Context: an optimization exercise on an open-source flow, tuned for small area and a short achievable clock period. The choices shown serve that exercise and are no tape-out recipe.
RTL that was checked went through simulation tests only; none was proved equivalent to the original.
Power and IR drop assume default switching activity.

==> flow/design.v (excerpt) <==
module mips(
    input  wire        clk, reset,
    output wire [31:0] pc,
    input  wire [31:0] instruction,
    output wire        mem_write,
    output wire [31:0] writeData,
    input  wire [31:0] readData,
    output wire [31:0] Result
);
wire [5:0]  op  = instruction[31:26];
wire [5:0]  fn  = instruction[5:0];
wire [4:0]  ra1 = instruction[25:21];
wire [4:0]  ra2 = instruction[20:16];
wire [4:0]  rd  = instruction[15:11];
wire [15:0] imm = instruction[15:0];
wire is_r    = ~op[5] & ~op[3] & ~op[2] & ~op[1];    
wire is_beq  = ~op[5] & ~op[3] &  op[2];             
wire is_j    = ~op[5] & ~op[3] & ~op[2] &  op[1];    
wire is_jal  = is_j & op[0];                         
wire is_lw   =  op[5] & ~op[3];                      
wire is_sw   =  op[5] &  op[3];                      
wire is_iop  = ~op[5] &  op[3];                      
wire is_addi = is_iop & ~op[2];                      
wire is_ori  = is_iop &  op[2] & ~op[1];             
wire is_lui  = is_iop &  op[1];                      
wire is_alur = is_r & fn[5];                         
wire is_jr   = is_r & ~fn[5];                        
reg  [31:0] rf [1:31];
wire [31:0] rs_v, rt_v;
wire [32*31-1:0] rf_flat;
genvar g;
generate
    for (g = 1; g < 32; g = g + 1) begin : flat
        assign rf_flat[32*(g-1) +: 32] = rf[g];
    end
endgenerate
rport p1 (.ra(ra1), .d(rf_flat), .y(rs_v));
rport p2 (.ra(ra2), .d(rf_flat), .y(rt_v));
integer i;
wire [31:0] immx = is_r ? 32'd4 : {{16{imm[15]}}, imm};
wire [31:0] addr;
ks_addr aadd (.a(rs_v), .b(immx), .s(addr));
wire        sub  = fn[1] | is_beq;                   
wire [31:0] bx   = rt_v ^ {32{sub}};
wire [31:0] sum;
wire        cout, pall;
  ...
Size in the first run: about 4100 cells after synthesis, ~160 I/O pins, roughly 0.050 mm² of cells after synthesis.
export LEC_CHECK = 0
export CAP_MARGIN = 20
export CORE_MARGIN = 2
export CORE_UTILIZATION = 40
export SETUP_SLACK_MARGIN = 2.5
export SLEW_MARGIN = 20
export SYNTH_HIERARCHICAL = 1
export SYNTH_MINIMUM_KEEP_SIZE = 0
create_clock -name core_clock -period 10.0 [get_ports {clk}]
standard.sh (not shown) runs the stock make flow with config.mk's settings and CLKGATE_MAP_FILE= SYNTH_SCRIPT=/design/flow/synth_recipe.tcl, a recipe that flattens the netlist after the stock synthesis.
==> flow/flow/run.sh <==
#!/bin/bash
# The standard layout (standard synthesis unchanged), with three changes:
# the resizer may swap cells of any footprint, non-critical gates are
# downsized after global routing, and ports get small buffers that the
# resizer upsizes where timing needs it. make's full output goes to make.log;
# every step's own log stays under orfs/logs.
set -euo pipefail
bash standard.sh MATCH_CELL_FOOTPRINT=0 RECOVER_POWER=100 \
    "BUFFER_PORTS_ARGS=-buffer_cell sky130_fd_sc_hd__buf_1" finish > make.log 2>&1
The baseline completed, yet does not pass: max-capacitance violations, max-slew violations.
==> next run, changes <==
==> flow/run.sh (new file) <==
#!/bin/bash
# synth_recipe.tcl (not shown) runs the flow's synth.tcl, then flattens the netlist and writes it again
# the make line also repeats each setting of config.mk as NAME=value (left out here)
make -C /OpenROAD-flow-scripts/flow DESIGN_CONFIG=/design/flow/config.mk WORK_HOME=/design/flow/orfs CLKGATE_MAP_FILE= SYNTH_SCRIPT=/design/flow/synth_recipe.tcl finish
Settings changed: SETUP_SLACK_MARGIN 2.5 to 1.5.
removed: flow/flow/run.sh
removed: flow/standard.sh
The changed run produced a clean layout. Clock-buffer cell count went down by 17. Hold slack got worse by 0.073 ns. Fmax went up by 3.5%. Register-to-register slack improved by 0.04 ns. Synthesized cell count stays the same. Area after synthesis is unchanged. Cell area went up by 2.0%. Cell count barely changes. Setup slack improved by 0.30 ns. Power went up by 4.7%. Global-route usage went up by 0.30 points.
No functional check of the RTL was part of any run of this note.

---

The RTL this note starts from:
==> flow/design.v <==
module ks32 #(parameter HAS_CIN = 0)
            (input wire [31:0] a, b, input wire cin, output wire [31:0] s, output wire co);
wire [31:0] x;
wire [31:0] g0, t0, g1, t1, g2, t2, g3, t3, g4, t4, g5;
genvar i;
generate
    for (i = 0; i < 32; i = i + 1) begin : l0
        c_xor2  ux (.a(a[i]), .b(b[i]), .y(x[i]));
        if (i == 0 && HAS_CIN) begin : gc
            c_majn ug (.a(a[i]), .b(b[i]), .c(cin), .y(g0[i]));
        end else begin : gg
            c_nand2 ug (.a(a[i]), .b(b[i]), .y(g0[i]));
        end
        c_nor2  ut (.a(a[i]), .b(b[i]), .y(t0[i]));
    end
    for (i = 0; i < 32; i = i + 1) begin : l1
        if (i < 1) begin : p
            c_inv ug (.a(g0[i]), .y(g1[i]));
        end else begin : c
            c_o21ai ug (.a1(t0[i]), .a2(g0[i-1]), .b1(g0[i]), .y(g1[i]));
            if (i >= 2) begin : tt
                c_nor2 ut (.a(t0[i]), .b(t0[i-1]), .y(t1[i]));
            end
        end
    end
    for (i = 0; i < 32; i = i + 1) begin : l2
        if (i < 2) begin : p
            c_inv ug (.a(g1[i]), .y(g2[i]));
        end else begin : c
            c_a21oi ug (.a1(t1[i]), .a2(g1[i-2]), .b1(g1[i]), .y(g2[i]));
            if (i >= 4) begin : tt
                c_nand2 ut (.a(t1[i]), .b(t1[i-2]), .y(t2[i]));
            end
        end
    end
    for (i = 0; i < 32; i = i + 1) begin : l3
        if (i < 4) begin : p
            c_inv ug (.a(g2[i]), .y(g3[i]));
        end else begin : c
            c_o21ai ug (.a1(t2[i]), .a2(g2[i-4]), .b1(g2[i]), .y(g3[i]));
            if (i >= 8) begin : tt
                c_nor2 ut (.a(t2[i]), .b(t2[i-4]), .y(t3[i]));
            end
        end
    end
    for (i = 0; i < 32; i = i + 1) begin : l4
        if (i < 8) begin : p
            c_inv ug (.a(g3[i]), .y(g4[i]));
        end else begin : c
            c_a21oi ug (.a1(t3[i]), .a2(g3[i-8]), .b1(g3[i]), .y(g4[i]));
            if (i >= 16) begin : tt
                c_nand2 ut (.a(t3[i]), .b(t3[i-8]), .y(t4[i]));
            end
        end
    end
    for (i = 0; i < 32; i = i + 1) begin : l5
        if (i < 16) begin : p
            c_inv ug (.a(g4[i]), .y(g5[i]));
        end else begin : c
            c_o21ai ug (.a1(t4[i]), .a2(g4[i-16]), .b1(g4[i]), .y(g5[i]));
        end
    end
    if (HAS_CIN) begin : s0c
        c_xor2 us (.a(x[0]), .b(cin), .y(s[0]));
    end else begin : s0
        assign s[0] = x[0];
    end
    assign co = g5[31];
    for (i = 1; i < 32; i = i + 1) begin : sm
        c_xor2 us (.a(x[i]), .b(g5[i-1]), .y(s[i]));
    end
endgenerate
endmodule
module eq32(input wire [31:0] a, b, output wire y);
assign y = (a == b);
endmodule
module mips(
    input  wire        clk, reset,
    output wire [31:0] pc,
    input  wire [31:0] instruction,
    output wire        mem_write,
    output wire [31:0] writeData,
    input  wire [31:0] readData,
    output wire [31:0] Result
);
wire [5:0]  op  = instruction[31:26];
wire [5:0]  fn  = instruction[5:0];
wire [4:0]  ra1 = instruction[25:21];
wire [4:0]  ra2 = instruction[20:16];
wire [4:0]  rd  = instruction[15:11];
wire [15:0] imm = instruction[15:0];
wire is_r    = ~op[5] & ~op[3] & ~op[2] & ~op[1];    
wire is_beq  = ~op[5] & ~op[3] &  op[2];             
wire is_j    = ~op[5] & ~op[3] & ~op[2] &  op[1];    
wire is_jal  = is_j & op[0];                         
wire is_lw   =  op[5] & ~op[3];                      
wire is_sw   =  op[5] &  op[3];                      
wire is_iop  = ~op[5] &  op[3];                      
wire is_addi = is_iop & ~op[2];                      
wire is_ori  = is_iop &  op[2] & ~op[1];             
wire is_lui  = is_iop &  op[1];                      
wire is_alur = is_r & fn[5];                         
wire is_jr   = is_r & ~fn[5];                        
reg  [31:0] rf [1:31];
wire [31:0] rs_v, rt_v, rs_a, rt_a;
wire [32*31-1:0] rf_flat;
genvar g;
generate
    for (g = 1; g < 32; g = g + 1) begin : flat
        assign rf_flat[32*(g-1) +: 32] = rf[g];
    end
endgenerate
rport p1 (.ra(ra1), .d(rf_flat), .y(rs_v), .ya(rs_a));
rport p2 (.ra(ra2), .d(rf_flat), .y(rt_v), .ya(rt_a));
integer i;
wire [31:0] immx = is_r ? 32'd4 : {{16{imm[15]}}, imm};
wire [31:0] addr;
wire        aco;
ks32 #(.HAS_CIN(0)) aadd (.a(rs_a), .b(immx), .cin(1'b0), .s(addr), .co(aco));
wire        sub  = fn[1];                            
wire [31:0] bx   = rt_v ^ {32{sub}};
wire [31:0] sum;
wire        cout, pall;
ks32 #(.HAS_CIN(1)) add (.a(rs_v), .b(bx), .cin(sub), .s(sum), .co(cout));
eq32 cmp (.a(rs_v), .b(rt_v), .y(pall));
wire        ltu  = ~cout;
wire [31:0] lb  = is_ori ? {16'd0, imm} : rt_v;
wire s_sum  = is_alur & ~fn[2] & ~fn[3];            
wire s_and  = is_alur & fn[2] & ~fn[0];
wire s_or   = (is_alur & fn[2] & fn[0]) | is_ori;
wire s_slt  = is_alur & fn[3];
wire [31:0] wd = (addr & {32{is_addi}})
               | (sum & {32{s_sum}})
               | ((rs_v & rt_v) & {32{s_and}})
               | ((rs_v | lb) & {32{s_or}})
               | {31'd0, ltu & s_slt}
               | ({imm, 16'd0} & {32{is_lui}})
               | (readData & {32{is_lw}})
               | (pc & {32{is_jal}});
wire       we = is_alur | is_iop | is_lw | is_jal;
wire [4:0] wa = is_jal ? 5'd31 : is_r ? rd : ra2;
always @(posedge clk)
    for (i = 1; i < 32; i = i + 1)
        if (we && wa == i) rf[i] <= wd;
reg  [31:0] pc_q;
wire [29:0] pc4   = pc_q[31:2] + 30'd1;
wire [29:0] pcbr  = pc4 + {{14{imm[15]}}, imm};
wire        taken = is_beq & pall;
wire [31:0] pc_next = is_j  ? {pc4[29:26], instruction[25:0], 2'b00}
                    : is_jr ? addr
                    : taken ? {pcbr, 2'b00}
                    :         {pc4, 2'b00};
always @(posedge clk, posedge reset)
    if (reset) pc_q <= 32'd0;
    else       pc_q <= pc_next;
assign pc        = pc_q;
assign mem_write = is_sw;
assign writeData = rt_a;
assign Result    = addr;
endmodule
module c_inv   (input wire a, output wire y); assign y = ~a; endmodule
module c_nand2 (input wire a, b, output wire y); assign y = ~(a & b); endmodule
module c_nand3 (input wire a, b, c, output wire y); assign y = ~(a & b & c); endmodule
module c_nand4 (input wire a, b, c, d, output wire y); assign y = ~(a & b & c & d); endmodule
module c_nor2  (input wire a, b, output wire y); assign y = ~(a | b); endmodule
module c_xor2  (input wire a, b, output wire y); assign y = a ^ b; endmodule
module c_a22oi (input wire a1, a2, b1, b2, output wire y); assign y = ~((a1 & a2) | (b1 & b2)); endmodule
module c_a21oi (input wire a1, a2, b1, output wire y); assign y = ~((a1 & a2) | b1); endmodule
module c_o21ai (input wire a1, a2, b1, output wire y); assign y = ~((a1 | a2) & b1); endmodule
module c_majn  (input wire a, b, c, output wire y); assign y = ~((a & b) | (c & (a | b))); endmodule
module rport(input wire [4:0] ra, input wire [32*31-1:0] d, output wire [31:0] y, ya);
wire [4:0] ran;
wire [3:0] lo_n;
wire [7:0] hi_n;
wire [31:1] sel, selh;
genvar i, k;
generate
    for (i = 0; i < 5; i = i + 1) begin : iv
        c_inv u (.a(ra[i]), .y(ran[i]));
    end
    for (i = 0; i < 4; i = i + 1) begin : lo
        c_nand2 u (.a(i[0] ? ra[0] : ran[0]), .b(i[1] ? ra[1] : ran[1]), .y(lo_n[i]));
    end
    for (i = 0; i < 8; i = i + 1) begin : hi
        c_nand3 u (.a(i[0] ? ra[2] : ran[2]), .b(i[1] ? ra[3] : ran[3]),
                   .c(i[2] ? ra[4] : ran[4]), .y(hi_n[i]));
    end
    for (i = 1; i < 32; i = i + 1) begin : sl
        c_nor2 ul (.a(lo_n[i % 4]), .b(hi_n[i / 4]), .y(sel[i]));
        c_nor2 uh (.a(lo_n[i % 4]), .b(hi_n[i / 4]), .y(selh[i]));
    end
    for (k = 0; k < 32; k = k + 1) begin : bt
        wire [3:0]  q;    
        wire [1:0]  r;    
        for (i = 0; i < 3; i = i + 1) begin : g8
            aor8 u (.d({d[32*(8*i+7)+k], d[32*(8*i+6)+k], d[32*(8*i+5)+k], d[32*(8*i+4)+k],
                        d[32*(8*i+3)+k], d[32*(8*i+2)+k], d[32*(8*i+1)+k], d[32*(8*i)+k]}),
                    .s(k < 16 ? sel[8*i+8:8*i+1] : selh[8*i+8:8*i+1]), .y(q[i]));
        end
        aor7 u3 (.d({d[32*30+k], d[32*29+k], d[32*28+k], d[32*27+k], d[32*26+k], d[32*25+k], d[32*24+k]}),
                 .s(k < 16 ? sel[31:25] : selh[31:25]), .y(q[3]));
        c_nor2  u16a (.a(q[0]), .b(q[1]), .y(r[0]));
        c_nor2  u16b (.a(q[2]), .b(q[3]), .y(r[1]));
        c_nand2 uo   (.a(r[0]), .b(r[1]), .y(y[k]));
        c_nand2 uoa  (.a(r[0]), .b(r[1]), .y(ya[k]));
    end
endgenerate
endmodule
module aor8(input wire [7:0] d, s, output wire y);
assign y = |(d & s);
endmodule
module aor7(input wire [6:0] d, s, output wire y);
assign y = |(d & s);
endmodule
export LEC_CHECK = 0
export CAP_MARGIN = 20
export CORE_MARGIN = 2
export CORE_UTILIZATION = 40
export CTS_CLUSTER_DIAMETER = 80
export CTS_CLUSTER_SIZE = 24
export SETUP_SLACK_MARGIN = 2.6
export SLEW_MARGIN = 20
export SYNTH_HIERARCHICAL = 1
export SYNTH_MINIMUM_KEEP_SIZE = 0
create_clock -name core_clock -period 10.0 [get_ports {clk}]
==> flow/flow/run.sh <==
#!/bin/bash
# The standard layout (standard synthesis unchanged), with two changes:
# the resizer may swap cells of any footprint, and ports get small buffers
# that the resizer upsizes where timing needs it. make's full output goes to make.log;
# every step's own log stays under orfs/logs.
set -euo pipefail
bash standard.sh MATCH_CELL_FOOTPRINT=0 \
    "BUFFER_PORTS_ARGS=-buffer_cell sky130_fd_sc_hd__buf_1" finish > make.log 2>&1
The baseline passed the timing, DRC and antenna checks.
Edit:
SETUP_SLACK_MARGIN = 4.2   (was 2.6)
What happened: Sequential share of layout area goes down by 6.2 points; clock skew goes down by 0.029 ns; sequential cell count stays the same; final area rose by 14%; clock-buffer cell count goes down by 4.
Edit:
CTS_CLUSTER_DIAMETER = 70   (was 80)
CTS_CLUSTER_SIZE = 32   (was 24)
SETUP_SLACK_MARGIN = 3.5   (was 4.2)
Clock power came out higher by a quarter to a third. Worst hold slack gets worse by 0.017 ns. Cell area came out lower by a few percent. Total power came out higher by a few percent. Maximum frequency came out higher slightly. Synthesized cell count does not change.

[separate check: timing with driven ports]
In the flow no input, the clock included, has a driving cell. The finished layouts below were timed again as built, in two steps. Step 1 (the two cells are an assumption about what drives the block):
set clk [get_ports {clk}]
set_driving_cell -lib_cell sky130_fd_sc_hd__clkbuf_16 $clk
set_driving_cell -lib_cell sky130_fd_sc_hd__buf_2 [delete_from_list [all_inputs] $clk]
Step 2, shift: input delay + t, output delay - t, t = (earliest + latest rising clock arrival at the registers) / 2. This alone moves slack from input paths to output paths. Slacks: no drivers / after step 1 / after step 2; pairs: no drivers / after step 1.
run | t (ns) | slack for setup (ns) | worst setup path at the end | slew at the worst register clock pin (ns) | pins driven straight from the clock port
the first run of note 1 | 0.748 | 1.152 / 1.199 / 0.451 | input to register | 0.07 / 0.07 | 1
the second run of note 1 | 0.783 | 1.449 / 1.419 / 0.837 | input to register | 0.07 / 0.07 | 1
the first run of note 2 | 0.785 | 2.531 / 2.509 / 1.990 | input to register | 0.10 / 0.10 | 1
the second run of note 2 | 0.790 | 2.712 / 2.656 / 2.656 | input to output | 0.11 / 0.11 | 1
the third run of note 2 | 0.767 | 2.798 / 2.746 / 2.746 | input to output | 0.11 / 0.11 | 1
For the first run of note 1, which loses most, drivers alone change the setup slack by +0.047 ns; drivers and shift together by -0.701 ns.
